What follows belongs to an exercise in optimizing a design on an open flow for small area; a production flow would make more cautious choices. Function was checked by simulation only, so behaviour that the tests miss may differ from the original. No driver is modelled on the clock port, so clocking that relies on it looks cheaper here than on a real chip. Power is estimated from default activity; no workload was simulated.

Setup of rev 12:
==> flow/design.v (excerpt) <==
module CF_cross
  #(
    parameter NPPC = 4,
    parameter DATA_WIDTH = 24,
    parameter POSITION_WIDTH = 12,
    parameter FFT_LENGTH = 64,
    parameter HEIGHT = 2160
    )
   (
    input [NPPC * DATA_WIDTH-1:0]  VIDEO_IN_tdata,
    input 			   VIDEO_IN_tvalid,
    input 			   VIDEO_IN_tuser,
    input 			   VIDEO_IN_tlast,
    output 			   VIDEO_IN_tready,
    input [POSITION_WIDTH - 1 : 0] xStart,
    input [POSITION_WIDTH - 1 : 0] yStart,
    output [NPPC * DATA_WIDTH-1:0] VIDEO_OUT_tdata,
    output 			   VIDEO_OUT_tvalid,
    output 			   VIDEO_OUT_tuser,
    output 			   VIDEO_OUT_tlast,
    input 			   VIDEO_OUT_tready,
    input 			   s_axis_video_aclk,
    input 			   s_axis_video_aresetn
    );
Size: about 290 cells after synthesis, roughly 0.0028 sq mm of cells after synthesis.
Settings: LEC_CHECK=0, CAP_MARGIN=20, CORE_MARGIN=2, CORE_UTILIZATION=40, CTS_BUF_LIST=sky130_fd_sc_hd__clkbuf_2 sky130_fd_sc_hd__clkbuf_4, SLEW_MARGIN=20, SYNTH_HIERARCHICAL=1; clock period 7.0 ns.
standard.sh (not shown) runs the stock make flow with config.mk's settings and CLKGATE_MAP_FILE= SYNTH_SCRIPT=/design/flow/synth_recipe.tcl, a recipe that flattens the netlist after the stock synthesis.
==> flow/flow/run.sh <==
#!/bin/bash
# Standard ORFS layout (the standard.sh) with these changes:
#  - the port buffers that buffer_ports inserts use the smallest buffer cell;
#  - after floorplan, combinational cells are swapped for their smallest drive strength
#    (flow/downsize.tcl); the later repair steps upsize where timing needs it;
#  - after clock tree synthesis, the clock buffers that drive registers are made clkbuf_8
#    (flow/cts_leaves.tcl) to keep the register clock slew low.
set -euo pipefail
here=$(pwd)
bash standard.sh "BUFFER_PORTS_ARGS=-buffer_cell sky130_fd_sc_hd__buf_1" \
  "POST_FLOORPLAN_TCL=$here/flow/downsize.tcl" \
  "POST_CTS_TCL=$here/flow/cts_leaves.tcl" finish > standard_flow.log 2>&1
Other scripts of this flow, unchanged in this note and not shown: flow/flow/cts_leaves.tcl, flow/flow/downsize.tcl
No stage failed in rev 12, and the final checks on the layout all came back clean.
> inputs changed (rev 12 -> rev 13)
--- a/flow/design.v
+++ b/flow/design.v
@@ -190,24 +190,23 @@
    CF_cross_nor2b g137 (.a(yQ[11]), .bn(ynz5), .y(ynz6));
    CF_cross_xor2 g138 (.a(yd1), .b(ynz1), .y(ymm1));
    CF_cross_xnor2 g139 (.a(yd2), .b(ynz2), .y(ymm2));
    CF_cross_xor2 g140 (.a(yd3), .b(ynz3), .y(ymm3));
    CF_cross_xnor2 g141 (.a(yd4), .b(ynz4), .y(ymm4));
    CF_cross_xor2 g142 (.a(yd5), .b(ynz5), .y(ymm5));
    CF_cross_nor4 g143 (.a(ymm1), .b(ymm2), .c(ymm3), .d(ymm4), .y(ye1a));
    CF_cross_nor2 g144 (.a(ymm5), .b(ynz6), .y(ye1b));
    CF_cross_nand3 g145 (.a(yd0), .b(ye1a), .c(ye1b), .y(yeq1));
    CF_cross_mux2i g146 (.a0(yeq0), .a1(yeq1), .s(yf5_c), .y(yIn));
    wire rAn, rBn, e0n, e15n;
-   CF_cross_red red (.xIn(~xIn), .xL0(~xL0), .xL8(~xL8), .xL15(xL15),
-                     .yIn(yIn), .yL0(~yL0), .yL63(yL63), .yLmid(yLmid),
+   CF_cross_red red (.xIn_n(xIn), .xL0_n(xL0), .xL8_n(xL8), .xL15(xL15), .yIn(yIn), .yL0_n(yL0), .yL63(yL63), .yLmid(yLmid),
                      .rAn(rAn), .rBn(rBn), .e0n(e0n), .e15n(e15n));
    CF_cross_nand3 g147 (.a(rAn), .b(rBn), .c(e0n), .y(red0a));
    CF_cross_nor2b g148 (.a(red0a), .bn(VIDEO_IN_tdata[0]), .y(VIDEO_OUT_tdata[0]));
    CF_cross_nor2b g149 (.a(red0a), .bn(VIDEO_IN_tdata[1]), .y(VIDEO_OUT_tdata[1]));
    CF_cross_nor2b g150 (.a(red0a), .bn(VIDEO_IN_tdata[2]), .y(VIDEO_OUT_tdata[2]));
    CF_cross_nor2b g151 (.a(red0a), .bn(VIDEO_IN_tdata[3]), .y(VIDEO_OUT_tdata[3]));
    CF_cross_nor2b g152 (.a(red0a), .bn(VIDEO_IN_tdata[4]), .y(VIDEO_OUT_tdata[4]));
    CF_cross_nor2b g153 (.a(red0a), .bn(VIDEO_IN_tdata[5]), .y(VIDEO_OUT_tdata[5]));
    CF_cross_nor2b g154 (.a(red0a), .bn(VIDEO_IN_tdata[6]), .y(VIDEO_OUT_tdata[6]));
    CF_cross_nor2b g155 (.a(red0a), .bn(VIDEO_IN_tdata[7]), .y(VIDEO_OUT_tdata[7]));
    CF_cross_nor2b g156 (.a(red0a), .bn(VIDEO_IN_tdata[8]), .y(VIDEO_OUT_tdata[8]));
@@ -304,26 +303,29 @@
    CF_cross_or2 g247 (.a(VIDEO_IN_tdata[92]), .b(red3b), .y(VIDEO_OUT_tdata[92]));
    CF_cross_or2 g248 (.a(VIDEO_IN_tdata[93]), .b(red3b), .y(VIDEO_OUT_tdata[93]));
    CF_cross_or2 g249 (.a(VIDEO_IN_tdata[94]), .b(red3b), .y(VIDEO_OUT_tdata[94]));
    CF_cross_or2 g250 (.a(VIDEO_IN_tdata[95]), .b(red3b), .y(VIDEO_OUT_tdata[95]));
    assign VIDEO_OUT_tvalid = VIDEO_IN_tvalid;
    assign VIDEO_OUT_tuser = VIDEO_IN_tuser;
    assign VIDEO_OUT_tlast = VIDEO_IN_tlast;
    assign VIDEO_IN_tready = VIDEO_OUT_tready;
 endmodule
 module CF_cross_red
   (
-   input  xIn, xL0, xL8, xL15,
-   input  yIn, yL0, yL63, yLmid,
+   input  xIn_n, xL0_n, xL8_n, xL15, yIn, yL0_n, yL63, yLmid,
    output rAn, rBn, e0n, e15n
    );
+   wire xIn = ~xIn_n;
+   wire xL0 = ~xL0_n;
+   wire xL8 = ~xL8_n;
+   wire yL0 = ~yL0_n;
    assign rAn = ~((xIn & xL8) | (yIn & yLmid));
    assign rBn = ~(xIn & yIn & (yL0 | yL63));
    assign e0n  = ~(xIn & yIn & xL0);
    assign e15n = ~(xIn & yIn & xL15);
 endmodule
 module CF_cross_a21oi (input a1, input a2, input b1, output y);
    assign y = ~((a1 & a2) | b1);
 endmodule
 module CF_cross_fa (input a, input b, input ci, output s, output co);
    assign {co, s} = a + b + ci;
 endmodule
Results
Re maximum clock skew at final layout: rev 13 is 0.0072 ns up on rev 12. In terms of number of well taps, rev 12 and rev 13 differ only marginally. Of rev 13 and rev 12, the lower time the worst path needs with I/O delays and setup belongs to rev 12. There was hardly any difference in delay of the slowest cell on the worst path between rev 13 and rev 12. Compared with rev 12, rev 13 shows a lower non-clock buffer count. Of rev 13 and rev 12, the run reporting the lower relative slew slack was rev 12. | via count | rev 13 vs rev 12 | worse |. Delta (rev 13 minus rev 12): sequential share of layout area level; total power level. Looking only at final setup slack of the worst path, and setting everything else aside, the lower value of rev 13 and rev 12 goes to rev 13. Any difference in share of total power in sequential cells between rev 13 and rev 12 is small enough to ignore. Relative to rev 12, global-route usage increased by 0.59 points in rev 13. The final standard cell area without fillers in rev 13 was lower than what rev 12 gave.

static timing again, ports no longer ideal:
In the flow no input, the clock included, has a driving cell. The finished layouts below were timed again as built, in two steps. Step 1 (the two cells are an assumption about what drives the block):
set clk [get_ports {s_axis_video_aclk}]
set_driving_cell -lib_cell sky130_fd_sc_hd__clkbuf_16 $clk
set_driving_cell -lib_cell sky130_fd_sc_hd__buf_2 [delete_from_list [all_inputs] $clk]
Step 2 adds t to the input delays and takes it off the output delays; t is the mean of the earliest and latest rising clock arrival at the registers after step 1. Input paths then give back, and output paths get back, about the clock's delay inside the block. Three values: no drivers, after step 1, after step 2; two values: the first two.
| run | t (ns) | slack for setup (ns) | hold slack, ns | worst register clock-pin slew, ns |
|---|---|---|---|---|
| rev 12 | 0.300 | 0.448 / 0.422 / 0.422 | 0.541 / 0.541 / 0.541 | 0.08 / 0.08 |
| rev 13 | 0.296 | 0.161 / 0.140 / 0.140 | 0.532 / 0.532 / 0.532 | 0.09 / 0.09 |
After both steps setup and hold are still met in every run listed. For rev 12, which loses most, drivers alone change the setup slack by -0.026 ns; drivers and shift together by -0.026 ns.
